This is an optimization exercise on Yosys and OpenROAD, whose aim is small area and few clock cycles, not a production implementation. In this exercise RTL edits were held to simulation tests only and were not proved equivalent to the original. Power is estimated from default activity; no workload was simulated.

==> flow/design.v <==
module adder
#(parameter I_X0=1, I_X1=1, O_Y0=1)
(
input signed [I_X0-1:0] i_x0,
input signed [I_X1-1:0] i_x1,
output reg signed [O_Y0-1:0] o_y0);
always @(*) begin
	o_y0=i_x0+i_x1;
	end
endmodule
module multiply
#(parameter I_X0=1, I_X1=1, O_Y0=1)
(
input signed [I_X0-1:0] i_x0,
input signed [I_X1-1:0] i_x1,
output reg signed [O_Y0-1:0] o_y0);
always @(*) begin
	o_y0= i_x0*i_x1;
	end
endmodule
module d_ff
#(parameter D=1)(
input i_clk,
input i_rst_n,
input [D-1:0] i_data,
output reg [D-1:0] o_data);
always @(posedge i_clk, negedge i_rst_n) begin
  	if(!i_rst_n)
    	o_data<=0;
    else
    	o_data<=i_data;
  	end
endmodule
module generate_d_ff
#(parameter D=16, N=27)(
input i_clk, i_rst_n,
input 		[D-1:0] i_data,
output 		[D-1:0] o_data);
wire [D-1:0] temp[0:N]; 
assign temp[0]=i_data;
genvar i;
	generate for(i=0; i<N; i=i+1)
	begin: gen_d_ff
		d_ff #(D) 
			d_ff_n(
				.i_clk(i_clk),
				.i_rst_n(i_rst_n),
				.i_data(temp[i]),
				.o_data(temp[i+1]));
		end
	endgenerate
assign o_data=temp[N];
endmodule
module processing_element
#(parameter I_X=8, I_W=8, I_PSUM=16, O_PSUM=19, O_MULTIPLY=16, O_ADDER=19, D=19)
(
input i_clk, i_rst_n,
input signed [I_X-1:0] i_x,
input signed [I_W-1:0] i_w,
input signed [I_PSUM-1:0] i_psum,
output signed [O_PSUM-1:0] o_psum);
wire signed [O_MULTIPLY-1:0] r_multiply;
wire signed [O_ADDER-1:0] r_adder;
multiply #(.I_X0(I_X), .I_X1(I_W), .O_Y0(O_MULTIPLY)) 
	mul0(
		.i_x0(i_x),
		.i_x1(i_w),
		.o_y0(r_multiply));
adder #(.I_X0(I_PSUM), .I_X1(O_MULTIPLY), .O_Y0(O_ADDER)) 
	add0 (
		.i_x0(i_psum),
		.i_x1(r_multiply),
		.o_y0(r_adder));
d_ff #(.D(O_PSUM)) 
	dff0 (
		.i_clk(i_clk),
		.i_rst_n(i_rst_n),
		.i_data(r_adder),
		.o_data(o_psum));
endmodule
module store_weight
(
	input i_clk, i_rst_n,
	input signed [7:0] i_w,
	input [4:0] i_addr,
	input i_wr_en,
	input i_valid,
	output reg signed[7:0] o_w0,
	output reg signed[7:0] o_w1,
	output reg signed[7:0] o_w2,
	output reg signed[7:0] o_w3,
	output reg signed[7:0] o_w4,
	output reg signed[7:0] o_w5,
	output reg signed[7:0] o_w6,
	output reg signed[7:0] o_w7,
	output reg signed[7:0] o_w8,
	output reg signed[7:0] o_w9,
	output reg signed[7:0] o_w10,
	output reg signed[7:0] o_w11,
	output reg signed[7:0] o_w12,
	output reg signed[7:0] o_w13,
	output reg signed[7:0] o_w14,
	output reg signed[7:0] o_w15,
	output reg signed[7:0] o_w16,
	output reg signed[7:0] o_w17,
	output reg signed[7:0] o_w18,
	output reg signed[7:0] o_w19,
	output reg signed[7:0] o_w20,
	output reg signed[7:0] o_w21,
	output reg signed[7:0] o_w22,
	output reg signed[7:0] o_w23,
	output reg signed[7:0] o_w24
);
always @(posedge i_clk, negedge i_rst_n) begin
	if(!i_rst_n) begin
		o_w0<=0;
		o_w1<=0;
		o_w2<=0;
		o_w3<=0;
		o_w4<=0;
		o_w5<=0;
		o_w6<=0;
		o_w7<=0;
		o_w8<=0;
		o_w9<=0;
		o_w10<=0;
		o_w11<=0;
		o_w12<=0;
		o_w13<=0;
		o_w14<=0;
		o_w15<=0;
		o_w16<=0;
		o_w17<=0;
		o_w18<=0;
		o_w19<=0;
		o_w20<=0;
		o_w21<=0;
		o_w22<=0;
		o_w23<=0;
		o_w24<=0;
		end
	else if(i_valid==1) begin
		if(i_wr_en==1 && i_addr==5'd0) o_w0<=i_w;
		else if(i_wr_en==1 && i_addr==5'd1) o_w1<=i_w;
		else if(i_wr_en==1 && i_addr==5'd2) o_w2<=i_w;
		else if(i_wr_en==1 && i_addr==5'd3) o_w3<=i_w;
		else if(i_wr_en==1 && i_addr==5'd4) o_w4<=i_w;
		else if(i_wr_en==1 && i_addr==5'd5) o_w5<=i_w;
		else if(i_wr_en==1 && i_addr==5'd6) o_w6<=i_w;
		else if(i_wr_en==1 && i_addr==5'd7) o_w7<=i_w;
		else if(i_wr_en==1 && i_addr==5'd8) o_w8<=i_w;
		else if(i_wr_en==1 && i_addr==5'd9) o_w9<=i_w;
		else if(i_wr_en==1 && i_addr==5'd10) o_w10<=i_w;
		else if(i_wr_en==1 && i_addr==5'd11) o_w11<=i_w;
		else if(i_wr_en==1 && i_addr==5'd12) o_w12<=i_w;
		else if(i_wr_en==1 && i_addr==5'd13) o_w13<=i_w;
		else if(i_wr_en==1 && i_addr==5'd14) o_w14<=i_w;
		else if(i_wr_en==1 && i_addr==5'd15) o_w15<=i_w;
		else if(i_wr_en==1 && i_addr==5'd16) o_w16<=i_w;
		else if(i_wr_en==1 && i_addr==5'd17) o_w17<=i_w;
		else if(i_wr_en==1 && i_addr==5'd18) o_w18<=i_w;
		else if(i_wr_en==1 && i_addr==5'd19) o_w19<=i_w;
		else if(i_wr_en==1 && i_addr==5'd20) o_w20<=i_w;
		else if(i_wr_en==1 && i_addr==5'd21) o_w21<=i_w;
		else if(i_wr_en==1 && i_addr==5'd22) o_w22<=i_w;
		else if(i_wr_en==1 && i_addr==5'd23) o_w23<=i_w;
		else if(i_wr_en==1 && i_addr==5'd24) o_w24<=i_w;
		end
	else begin
		o_w0<=0;
		o_w1<=0;
		o_w2<=0;
		o_w3<=0;
		o_w4<=0;
		o_w5<=0;
		o_w6<=0;
		o_w7<=0;
		o_w8<=0;
		o_w9<=0;
		o_w10<=0;
		o_w11<=0;
		o_w12<=0;
		o_w13<=0;
		o_w14<=0;
		o_w15<=0;
		o_w16<=0;
		o_w17<=0;
		o_w18<=0;
		o_w19<=0;
		o_w20<=0;
		o_w21<=0;
		o_w22<=0;
		o_w23<=0;
		o_w24<=0;
		end
	end
endmodule
module control
(
	input i_clk, i_rst_n,
	input i_valid,
	output reg o_valid
	);
reg [4:0] row;
reg [4:0] column;
always @(posedge i_clk, negedge i_rst_n) begin 
if(!i_rst_n) begin   
	row<=0;
	column<=0;
 	end
else begin
	if(i_valid==1) begin
		row<=row+1;
		if(row>=31) begin
			row<=0;
			column<=column+1;
			end
		end
  	end
end
always @(*) begin
	o_valid=0;
	if(i_valid==1) begin
		if(row<28) begin
			if(column<28) begin
				o_valid=1;
				end
			end
		end
	end
endmodule			
module saturation
#(parameter I=19, O=16)(
input signed [I-1:0] i_data,
output reg signed [O-1:0] o_data); 
localparam signed [O-1:0] max = {1'b0,{(O-1){1'b1}}}; 
localparam signed [O-1:0] min = {1'b1,{(O-1){1'b0}}};  
always @(*) begin  
	if(max<=i_data) begin
		o_data=max;
		end
	else if(i_data<=min) begin
		o_data=min;
		end
	else begin
		o_data={i_data[I-1],i_data[O-2:0]};
		end
	end
endmodule
module convolution_top_module
#(parameter I_X=8, I_W=8, I_PSUM=16, O_SAT=16) 
(
input iCLK, iRSTn,
input signed [7:0] iW, iX,
input [4:0] iADDR,
input iWren, iValid,
output signed [15:0] oY,
output oValid);
wire r_valid0;
wire r_valid1;
wire [7:0] r_x0;
wire [7:0] r_w0;
wire [7:0] r_w1;
wire [7:0] r_w2;
wire [7:0] r_w3;
wire [7:0] r_w4;
wire [7:0] r_w5;
wire [7:0] r_w6;
wire [7:0] r_w7;
wire [7:0] r_w8;
wire [7:0] r_w9;
wire [7:0] r_w10;
wire [7:0] r_w11;
wire [7:0] r_w12;
wire [7:0] r_w13;
wire [7:0] r_w14;
wire [7:0] r_w15;
wire [7:0] r_w16;
wire [7:0] r_w17;
wire [7:0] r_w18;
wire [7:0] r_w19;
wire [7:0] r_w20;
wire [7:0] r_w21;
wire [7:0] r_w22;
wire [7:0] r_w23;
wire [7:0] r_w24;
wire [15:0] r_psum1;
wire [16:0] r_psum2;
wire [16:0] r_psum3;
wire [17:0] r_psum4;
wire [18:0] r_psum5;
wire [15:0] r_psum6;
wire [16:0] r_psum7;
wire [16:0] r_psum8;
wire [17:0] r_psum9;
wire [18:0] r_psum10;
wire [15:0] r_psum11;
wire [16:0] r_psum12;
wire [16:0] r_psum13;
wire [17:0] r_psum14;
wire [18:0] r_psum15;
wire [15:0] r_psum16;
wire [16:0] r_psum17;
wire [16:0] r_psum18;
wire [17:0] r_psum19;
wire [18:0] r_psum20;
wire [15:0] r_psum21;
wire [16:0] r_psum22;
wire [16:0] r_psum23;
wire [17:0] r_psum24;
wire [18:0] r_psum25;
wire [15:0] r_sat0;
wire [15:0] r_sat1;
wire [15:0] r_sat2;
wire [15:0] r_sat3;
wire [15:0] r_gen0;
wire [15:0] r_gen1;
wire [15:0] r_gen2;
wire [15:0] r_gen3;
store_weight
	sw0(
		.i_clk(iCLK),
		.i_rst_n(iRSTn),
		.i_w(iW),
		.i_addr(iADDR),
		.i_wr_en(iWren),
		.i_valid(iValid),
		.o_w0(r_w0),
		.o_w1(r_w1),
		.o_w2(r_w2),
		.o_w3(r_w3),
		.o_w4(r_w4),
		.o_w5(r_w5),
		.o_w6(r_w6),
		.o_w7(r_w7),
		.o_w8(r_w8),
		.o_w9(r_w9),
		.o_w10(r_w10),
		.o_w11(r_w11),
		.o_w12(r_w12),
		.o_w13(r_w13),
		.o_w14(r_w14),
		.o_w15(r_w15),
		.o_w16(r_w16),
		.o_w17(r_w17),
		.o_w18(r_w18),
		.o_w19(r_w19),
		.o_w20(r_w20),
		.o_w21(r_w21),
		.o_w22(r_w22),
		.o_w23(r_w23),
		.o_w24(r_w24)
		);
generate_d_ff #(.D(16), .N(1))
	dff0(
		.i_clk(iCLK),
		.i_rst_n(iRSTn),
		.i_data(iX),
		.o_data(r_x0)
		);
generate_d_ff #(.D(16), .N(1))
	dff1(
		.i_clk(iCLK),
		.i_rst_n(iRSTn),
		.i_data(iValid),
		.o_data(r_valid0)
		);
control
		ct0(
			.i_clk(iCLK),
			.i_rst_n(iRSTn),
			.i_valid(r_valid0),
			.o_valid(r_valid1)
			);
generate_d_ff #(.D(16), .N(133))
	gdf_ct0(
		.i_clk(iCLK),
		.i_rst_n(iRSTn),
		.i_data(r_valid1),
		.o_data(oValid) );
processing_element 	#(	.I_X(8), .I_W(8), .I_PSUM(16), 
						.O_MULTIPLY(16), .O_ADDER(16), .O_PSUM(16), 
						.D(16)
						)
					pe0(
						.i_clk(iCLK),
						.i_rst_n(iRSTn),
						.i_x(r_x0),
						.i_w(r_w0),
						.i_psum(0),
						.o_psum(r_psum1)
						);
processing_element 	#(	.I_X(8), .I_W(8), .I_PSUM(16), 
						.O_MULTIPLY(16), .O_ADDER(17), .O_PSUM(17), 
						.D(17)
						)
					pe1(
						.i_clk(iCLK),
						.i_rst_n(iRSTn),
						.i_x(r_x0),
						.i_w(r_w1),
						.i_psum(r_psum1),
						.o_psum(r_psum2)
						);
processing_element 	#(	.I_X(8), .I_W(8), .I_PSUM(17), 
						.O_MULTIPLY(16), .O_ADDER(17), .O_PSUM(17), 
						.D(17)
						)
					pe2(
						.i_clk(iCLK),
						.i_rst_n(iRSTn),
						.i_x(r_x0),
						.i_w(r_w2),
						.i_psum(r_psum2),
						.o_psum(r_psum3)
						);
processing_element 	#(	.I_X(8), .I_W(8), .I_PSUM(17), 
						.O_MULTIPLY(16), .O_ADDER(18), .O_PSUM(18), 
						.D(18)
						)
					pe3(
						.i_clk(iCLK),
						.i_rst_n(iRSTn),
						.i_x(r_x0),
						.i_w(r_w3),
						.i_psum(r_psum3),
						.o_psum(r_psum4)
						);
processing_element 	#(	.I_X(8), .I_W(8), .I_PSUM(18), 
						.O_MULTIPLY(16), .O_ADDER(19), .O_PSUM(19), 
						.D(19)
						)
					pe4(
						.i_clk(iCLK),
						.i_rst_n(iRSTn),
						.i_x(r_x0),
						.i_w(r_w4),
						.i_psum(r_psum4),
						.o_psum(r_psum5)
						);
saturation #(.I(19), .O(16))
			sat0(
				.i_data(r_psum5),
				.o_data(r_sat0)
				);
generate_d_ff #(.D(16), .N(27))
	gdf0(
		.i_clk(iCLK),
		.i_rst_n(iRSTn),
		.i_data(r_sat0),
		.o_data(r_gen0) );  
processing_element 	#(	.I_X(8), .I_W(8), .I_PSUM(16), 
						.O_MULTIPLY(16), .O_ADDER(16), .O_PSUM(16), 
						.D(16)
						)
					pe5(
						.i_clk(iCLK),
						.i_rst_n(iRSTn),
						.i_x(r_x0),
						.i_w(r_w5),
						.i_psum(r_gen0),
						.o_psum(r_psum6)
						);
processing_element 	#(	.I_X(8), .I_W(8), .I_PSUM(16), 
						.O_MULTIPLY(16), .O_ADDER(17), .O_PSUM(17), 
						.D(17)
						)
					pe6(
						.i_clk(iCLK),
						.i_rst_n(iRSTn),
						.i_x(r_x0),
						.i_w(r_w6),
						.i_psum(r_psum6),
						.o_psum(r_psum7)
						);
processing_element 	#(	.I_X(8), .I_W(8), .I_PSUM(17), 
						.O_MULTIPLY(16), .O_ADDER(17), .O_PSUM(17), 
						.D(17)
						)
					pe7(
						.i_clk(iCLK),
						.i_rst_n(iRSTn),
						.i_x(r_x0),
						.i_w(r_w7),
						.i_psum(r_psum7),
						.o_psum(r_psum8)
						);
processing_element 	#(	.I_X(8), .I_W(8), .I_PSUM(17), 
						.O_MULTIPLY(16), .O_ADDER(18), .O_PSUM(18), 
						.D(18)
						)
					pe8(
						.i_clk(iCLK),
						.i_rst_n(iRSTn),
						.i_x(r_x0),
						.i_w(r_w8),
						.i_psum(r_psum8),
						.o_psum(r_psum9)
						);
processing_element 	#(	.I_X(8), .I_W(8), .I_PSUM(18), 
						.O_MULTIPLY(16), .O_ADDER(19), .O_PSUM(19), 
						.D(19)
						)
					pe9(
						.i_clk(iCLK),
						.i_rst_n(iRSTn),
						.i_x(r_x0),
						.i_w(r_w9),
						.i_psum(r_psum9),
						.o_psum(r_psum10)
						);
saturation #(.I(19), .O(16))
			sat1(
				.i_data(r_psum10),
				.o_data(r_sat1)
				);
generate_d_ff #(.D(16), .N(27))
	gdf1(
		.i_clk(iCLK),
		.i_rst_n(iRSTn),
		.i_data(r_sat1),
		.o_data(r_gen1) );  
processing_element 	#(	.I_X(8), .I_W(8), .I_PSUM(16), 
						.O_MULTIPLY(16), .O_ADDER(16), .O_PSUM(16), 
						.D(16)
						)
					pe10(
						.i_clk(iCLK),
						.i_rst_n(iRSTn),
						.i_x(r_x0),
						.i_w(r_w10),
						.i_psum(r_gen1),
						.o_psum(r_psum11)
						);
processing_element 	#(	.I_X(8), .I_W(8), .I_PSUM(16), 
						.O_MULTIPLY(16), .O_ADDER(17), .O_PSUM(17), 
						.D(17)
						)
					pe11(
						.i_clk(iCLK),
						.i_rst_n(iRSTn),
						.i_x(r_x0),
						.i_w(r_w11),
						.i_psum(r_psum11),
						.o_psum(r_psum12)
						);
processing_element 	#(	.I_X(8), .I_W(8), .I_PSUM(17), 
						.O_MULTIPLY(16), .O_ADDER(17), .O_PSUM(17), 
						.D(17)
						)
					pe12(
						.i_clk(iCLK),
						.i_rst_n(iRSTn),
						.i_x(r_x0),
						.i_w(r_w12),
						.i_psum(r_psum12),
						.o_psum(r_psum13)
						);
processing_element 	#(	.I_X(8), .I_W(8), .I_PSUM(17), 
						.O_MULTIPLY(16), .O_ADDER(18), .O_PSUM(18), 
						.D(18)
						)
					pe13(
						.i_clk(iCLK),
						.i_rst_n(iRSTn),
						.i_x(r_x0),
						.i_w(r_w13),
						.i_psum(r_psum13),
						.o_psum(r_psum14)
						);
processing_element 	#(	.I_X(8), .I_W(8), .I_PSUM(18), 
						.O_MULTIPLY(16), .O_ADDER(19), .O_PSUM(19), 
						.D(19)
						)
					pe14(
						.i_clk(iCLK),
						.i_rst_n(iRSTn),
						.i_x(r_x0),
						.i_w(r_w14),
						.i_psum(r_psum14),
						.o_psum(r_psum15)
						);
saturation #(.I(19), .O(16))
			sat2(
				.i_data(r_psum15),
				.o_data(r_sat2)
				);
generate_d_ff #(.D(16), .N(27))
	gdf2(
		.i_clk(iCLK),
		.i_rst_n(iRSTn),
		.i_data(r_sat2),
		.o_data(r_gen2) );  
processing_element 	#(	.I_X(8), .I_W(8), .I_PSUM(16), 
						.O_MULTIPLY(16), .O_ADDER(16), .O_PSUM(16), 
						.D(16)
						)
					pe15(
						.i_clk(iCLK),
						.i_rst_n(iRSTn),
						.i_x(r_x0),
						.i_w(r_w15),
						.i_psum(r_gen2),
						.o_psum(r_psum16)
						);
processing_element 	#(	.I_X(8), .I_W(8), .I_PSUM(16), 
						.O_MULTIPLY(16), .O_ADDER(17), .O_PSUM(17), 
						.D(17)
						)
					pe16(
						.i_clk(iCLK),
						.i_rst_n(iRSTn),
						.i_x(r_x0),
						.i_w(r_w16),
						.i_psum(r_psum16),
						.o_psum(r_psum17)
						);
processing_element 	#(	.I_X(8), .I_W(8), .I_PSUM(17), 
						.O_MULTIPLY(16), .O_ADDER(17), .O_PSUM(17), 
						.D(17)
						)
					pe17(
						.i_clk(iCLK),
						.i_rst_n(iRSTn),
						.i_x(r_x0),
						.i_w(r_w17),
						.i_psum(r_psum17),
						.o_psum(r_psum18)
						);
processing_element 	#(	.I_X(8), .I_W(8), .I_PSUM(17), 
						.O_MULTIPLY(16), .O_ADDER(18), .O_PSUM(18), 
						.D(18)
						)
					pe18(
						.i_clk(iCLK),
						.i_rst_n(iRSTn),
						.i_x(r_x0),
						.i_w(r_w18),
						.i_psum(r_psum18),
						.o_psum(r_psum19)
						);
processing_element 	#(	.I_X(8), .I_W(8), .I_PSUM(18), 
						.O_MULTIPLY(16), .O_ADDER(19), .O_PSUM(19), 
						.D(19)
						)
					pe19(
						.i_clk(iCLK),
						.i_rst_n(iRSTn),
						.i_x(r_x0),
						.i_w(r_w19),
						.i_psum(r_psum19),
						.o_psum(r_psum20)
						);
saturation #(.I(19), .O(16))
			sat3(
				.i_data(r_psum20),
				.o_data(r_sat3)
				);
generate_d_ff #(.D(16), .N(27))
	gdf3(
		.i_clk(iCLK),
		.i_rst_n(iRSTn),
		.i_data(r_sat3),
		.o_data(r_gen3) );  
processing_element 	#(	.I_X(8), .I_W(8), .I_PSUM(16), 
						.O_MULTIPLY(16), .O_ADDER(16), .O_PSUM(16), 
						.D(16)
						)
					pe20(
						.i_clk(iCLK),
						.i_rst_n(iRSTn),
						.i_x(r_x0),
						.i_w(r_w20),
						.i_psum(r_gen3),
						.o_psum(r_psum21)
						);
processing_element 	#(	.I_X(8), .I_W(8), .I_PSUM(16), 
						.O_MULTIPLY(16), .O_ADDER(17), .O_PSUM(17), 
						.D(17)
						)
					pe21(
						.i_clk(iCLK),
						.i_rst_n(iRSTn),
						.i_x(r_x0),
						.i_w(r_w21),
						.i_psum(r_psum21),
						.o_psum(r_psum22)
						);
processing_element 	#(	.I_X(8), .I_W(8), .I_PSUM(17), 
						.O_MULTIPLY(16), .O_ADDER(17), .O_PSUM(17), 
						.D(17)
						)
					pe22(
						.i_clk(iCLK),
						.i_rst_n(iRSTn),
						.i_x(r_x0),
						.i_w(r_w22),
						.i_psum(r_psum22),
						.o_psum(r_psum23)
						);
processing_element 	#(	.I_X(8), .I_W(8), .I_PSUM(17), 
						.O_MULTIPLY(16), .O_ADDER(18), .O_PSUM(18), 
						.D(18)
						)
					pe23(
						.i_clk(iCLK),
						.i_rst_n(iRSTn),
						.i_x(r_x0),
						.i_w(r_w23),
						.i_psum(r_psum23),
						.o_psum(r_psum24)
						);
processing_element 	#(	.I_X(8), .I_W(8), .I_PSUM(18), 
						.O_MULTIPLY(16), .O_ADDER(19), .O_PSUM(19), 
						.D(19)
						)
					pe24(
						.i_clk(iCLK),
						.i_rst_n(iRSTn),
						.i_x(r_x0),
						.i_w(r_w24),
						.i_psum(r_psum24),
						.o_psum(r_psum25)
						);
saturation #(.I(19), .O(16))
			sat4(
				.i_data(r_psum25),
				.o_data(oY)
				);  
endmodule
==> flow/run.sh <==
#!/bin/bash
# synth_recipe.tcl (not shown) runs the flow's synth.tcl, then flattens the netlist and writes it again
# the make line also repeats each setting of config.mk as NAME=value (left out here)
make -C /OpenROAD-flow-scripts/flow DESIGN_CONFIG=/design/flow/config.mk WORK_HOME=/design/flow/orfs CLKGATE_MAP_FILE= SYNTH_SCRIPT=/design/flow/synth_recipe.tcl finish
==> flow/config.mk <==
export PLATFORM = sky130hd
export DESIGN_NAME = convolution_top_module
export DESIGN_NICKNAME = convolution_top_module
export VERILOG_FILES = /design/flow/design.v
export SDC_FILE = /design/flow/constraint.sdc
export NUM_CORES = 4
export LEC_CHECK = 0
export CAP_MARGIN = 20
export CORE_MARGIN = 2
export CORE_UTILIZATION = 40
export SLEW_MARGIN = 20
==> flow/constraint.sdc <==
create_clock -name core_clock -period 6.0 [get_ports {iCLK}]
set_input_delay 1.2000 -clock core_clock [delete_from_list [all_inputs] [get_ports {iCLK}]]
set_output_delay 1.2000 -clock core_clock [all_outputs]
set_load 0.01 [all_outputs]
==> metrics.csv <==
metric,value,unit
async_flop_share,100,%
cap_violations,0,
pwr-share-seq,29.8,%
startpoint_type,flop,
yosysWarnings,23,
root_buffer,clkbuf_16,
powerDensity,592,nW/um^2
clk_latency,0.92,ns
worst_slew_pin_slew,1.10,ns
gp_congestion,0.847,
clock_sinks,2515,
status,timing/DRC/antenna clean,
core_area,360000,sq um
cp_max_fo,38,
period_share,94.5,%
p_leak,0.0802,uW
dp_cells,16200,
pre_cts_slack,0.348,ns
cp_num_buf_inv,3,
synth_area,145000,sq um
avgViaCountPerCell,4.60,
finalSetupViolCount,0,
grt_max_degree,180,
drv_slew,0,
num_vias,76800,
max-slew-margin-rel,26.6,%
grt_pass1_wl,477,mm
slowest_delay,0.78,ns
first_pass_iters,6,
cp_top_family,adder cells,
drive_gt1_share,7.31,%
required,6.80,ns
p_clk_share,17.8,%
layout.nets,14600,
cts_tree,done,
cp_common_cell,fa_1,
hold_viol_final,0,
fin_ws,0.333,ns
grt-ovfl-total,0,
rr_worst_depth,17,
grt_use_total,16.5,%
hp-class,input port to async pin,
dieArea,367000,sq um
port_buffers,41,
grt_setup_unrepaired,false,
antenna_found_initial,14,
start_util,40.2,%
power.internal,57500,uW
cp_slowest_cell,dfrtp_4,
fill_cells,32400,
drt-initial-drc-count,4183,
wl,286,mm
setup_tns,0,ns
r2r_start,dff0.gen_d_ff[0].d_ff_n.o_data[6],
syn-mean-instance-area,12.6,sq um
clock_skew,0.0740,ns
seq_area_frac_synth,43.5,%
numCtsBuffers,274,
layout_commonest_cell,dfrtp_1,
antenna_left,0,
dieHeight,606,um
syn_nets,14400,
synth_edf_count,0,
finalCriticalPeriod,5.67,ns
end_kind,flop,
path_clk_slew,0.06,ns
cts_resized,0,
path_cells,buf_12 > buf_4 > nand2_1 > fa_1 > inv_1 > fa_1 > fa_1 > fa_1 > fa_1 > ha_1 > o21a_1 > o31a_1 > nor2_1 > o21ai_0 > a41oi_1 > nor2b_1 > xnor2_1,
combPwrFrac,52.4,%
synth_seq_cells,2515,
grt_pass1_vias,84400,
die_x,606,um
syn-instance-count,11500,
worstPathArrival,6.46,ns
pin_count,42,
yosysUniqueCellTypes,81,
p_sw,38100,uW
mostFrequentLayoutCells,"2,507 x dfrtp_1, 2,152 x inv_1, 1,919 x fa_1, 1,000 x ha_1, 810 x and2_1",
rr_endpoint,pe13.dff0.o_data[14],
critical_path_class,flop to flop,
finalNonFillerCells,16700,
routedWlPerCell,17.1,um
fmax,176,MHz
reg2reg_slack,0.33,ns
switching_share,39.9,%
num_rows,220,
htreeDepth,5,
ys.flop_type,dfrtp_1,
cts.path.max_buffers,4,
drc,0,
hpwl,208,mm
area_delta_synth_final,11.5,%
vdd_ir_drop_max,375,uV
## area by class of cell
class                      instances  area, sq um  share of cell area [%]
sequential                      2515        63000                    39.0
clock inverter                   122         1570                   0.973
timing repair buffer             232         2390                    1.48
antenna                           12         30.0                  0.0186
tap                             4773         5970                    3.70
clock buffer                     369         7640                    4.74
multi-input combinational       6495        72600                    45.0
inverter                        2172         8150                    5.05
## synthesized netlist by cell type, types with 11 or more instances
library cell	number	area share (%)
dfrtp_1	2515	43
inv_1	2152	5.6
fa_1	1919	27
ha_1	1000	8.6
and2_1	818	3.5
nand2_1	719	1.9
nor2_1	446	1.2
xnor2_1	365	2.2
clkbuf_1	254	0.66
a21oi_1	170	0.59
mux2_2	164	1.3
o21ai_0	121	0.42
o21a_1	70	0.36
xor2_1	70	0.42
nand2b_1	68	0.29
nor2b_1	63	0.27
nor3_1	50	0.17
nand3_1	45	0.16
o21bai_1	36	0.19
nand4_1	34	0.15
nor4_1	34	0.15
a21o_1	29	0.15
buf_1	24	0.062
or3_1	21	0.091
clkinv_1	20	0.052
a31oi_1	19	0.082
and3_1	16	0.069
o21ai_2	16	0.097
a211oi_1	15	0.078
o31ai_1	12	0.062
a21boi_0	11	0.057
mux2i_1	11	0.076
o31a_1	11	0.067
## worst max path at each step
stage	slack, ns	depth (start not counted)	endpoint	start
after CTS	0.32	18	pe9.dff0.o_data[18]	dff0.gen_d_ff[0].d_ff_n.o_data[5]
after floorplan	0.46	18	pe9.dff0.o_data[18]	dff0.gen_d_ff[0].d_ff_n.o_data[7]
after global placement	0.40	18	pe17.dff0.o_data[16]	dff0.gen_d_ff[0].d_ff_n.o_data[5]
after global routing	0.03	18	pe15.dff0.o_data[15]	dff0.gen_d_ff[0].d_ff_n.o_data[7]
final	0.33	17	pe13.dff0.o_data[14]	dff0.gen_d_ff[0].d_ff_n.o_data[6]
after detailed placement	0.35	16	pe9.dff0.o_data[18]	dff0.gen_d_ff[0].d_ff_n.o_data[5]
## metal layers
metal	wire length [um]	track usage [%]	up-vias
met5	0	0	-
met4	8780	4.83	0
met3	12500	2.67	434
met2	133000	25.9	1250
met1	132000	23.8	40000
li1	-	-	35200
## what timing repair did
action / 4_1_cts / 5_1_grt
endpoints found under the setup margin: 0 / 1
setup buffers: 0 / 1
hold buffers: 0 / 0
## metrics by stage
stage / power (uW) / instance area, sq um / hold slack (ns) / utilization (%)
CTS: 97300 / 161000 / 0.227 / 44.8
finish: 95600 / 161000 / 0.264 / 44.8
detailed placement: 78800 / 152000 / 0.335 / 42.3
global placement: 78600 / 152000 / 0.331 / 42.3
floorplan: 65500 / 145000 / 0.331 / -
global route: 106000 / 161000 / 0.264 / 44.8
## state kept, by name, summed over array words and instances (netlist names), 18 cells and up
name,flops
gdf3.gen_d_ff.d_ff_n.o_data,432
pe18.dff0.o_data,18
pe4.dff0.o_data,19
pe8.dff0.o_data,18
pe3.dff0.o_data,18
pe24.dff0.o_data,19
gdf1.gen_d_ff.d_ff_n.o_data,432
pe23.dff0.o_data,18
pe13.dff0.o_data,18
gdf_ct0.gen_d_ff.d_ff_n.o_data,133
pe9.dff0.o_data,19
pe14.dff0.o_data,19
pe19.dff0.o_data,19
gdf0.gen_d_ff.d_ff_n.o_data,432
gdf2.gen_d_ff.d_ff_n.o_data,432
## power groups by stage
stage / logic (uW) / registers, uW / clock network, uW
after floorplan: 38500 / 27000 / 0
after global routing: 58100 / 29300 / 18300
after CTS: 51000 / 28700 / 17600
final: 50100 / 28500 / 17000
after global placement: 50000 / 28600 / 0
after detailed placement: 50000 / 28800 / 0
## cells by family (layout without fill, tap and decap cells)
| logic type | Yosys count | count (layout) | synth area share (%) |
|---|---|---|---|
| compound gates | 623 | 623 | 2.91 |
| fa+ha+maj | 2919 | 2919 | 35.2 |
| simple gates | 2343 | 2343 | 8.06 |
| other cells | 0 | 12 | 0 |
| xor+xnor | 435 | 435 | 2.63 |
| mux | 175 | 175 | 1.35 |
| buf+inv | 2462 | 2895 | 6.40 |
| flops | 2515 | 2515 | 43.5 |
Testbench counts, summed over its fixed seeds: cycles 49,168.

## afterwards: timing with drivers on the ports
In the flow no input, the clock included, has a driving cell. The finished layout below was timed again as built, in two steps. Step 1: set_driving_cell puts a clkbuf_16 on iCLK and a buf_2 on each other input, an assumption about the parent block. Step 2, shift: input delay + t, output delay - t, t = (earliest + latest rising clock arrival at the registers) / 2. This alone moves slack from input paths to output paths. a / b / c = ideal ports / drivers / drivers and shift; a / b = the first two.
t (ns): 0.970
setup slack, ns: 0.333 / 0.333 / 0.333
worst setup path after step 2: register to register
cell pins on the clock port's net: 1
After both steps this run still meets setup and hold. For this run, drivers alone change the setup slack by 0.000 ns; drivers and shift together by 0.000 ns.
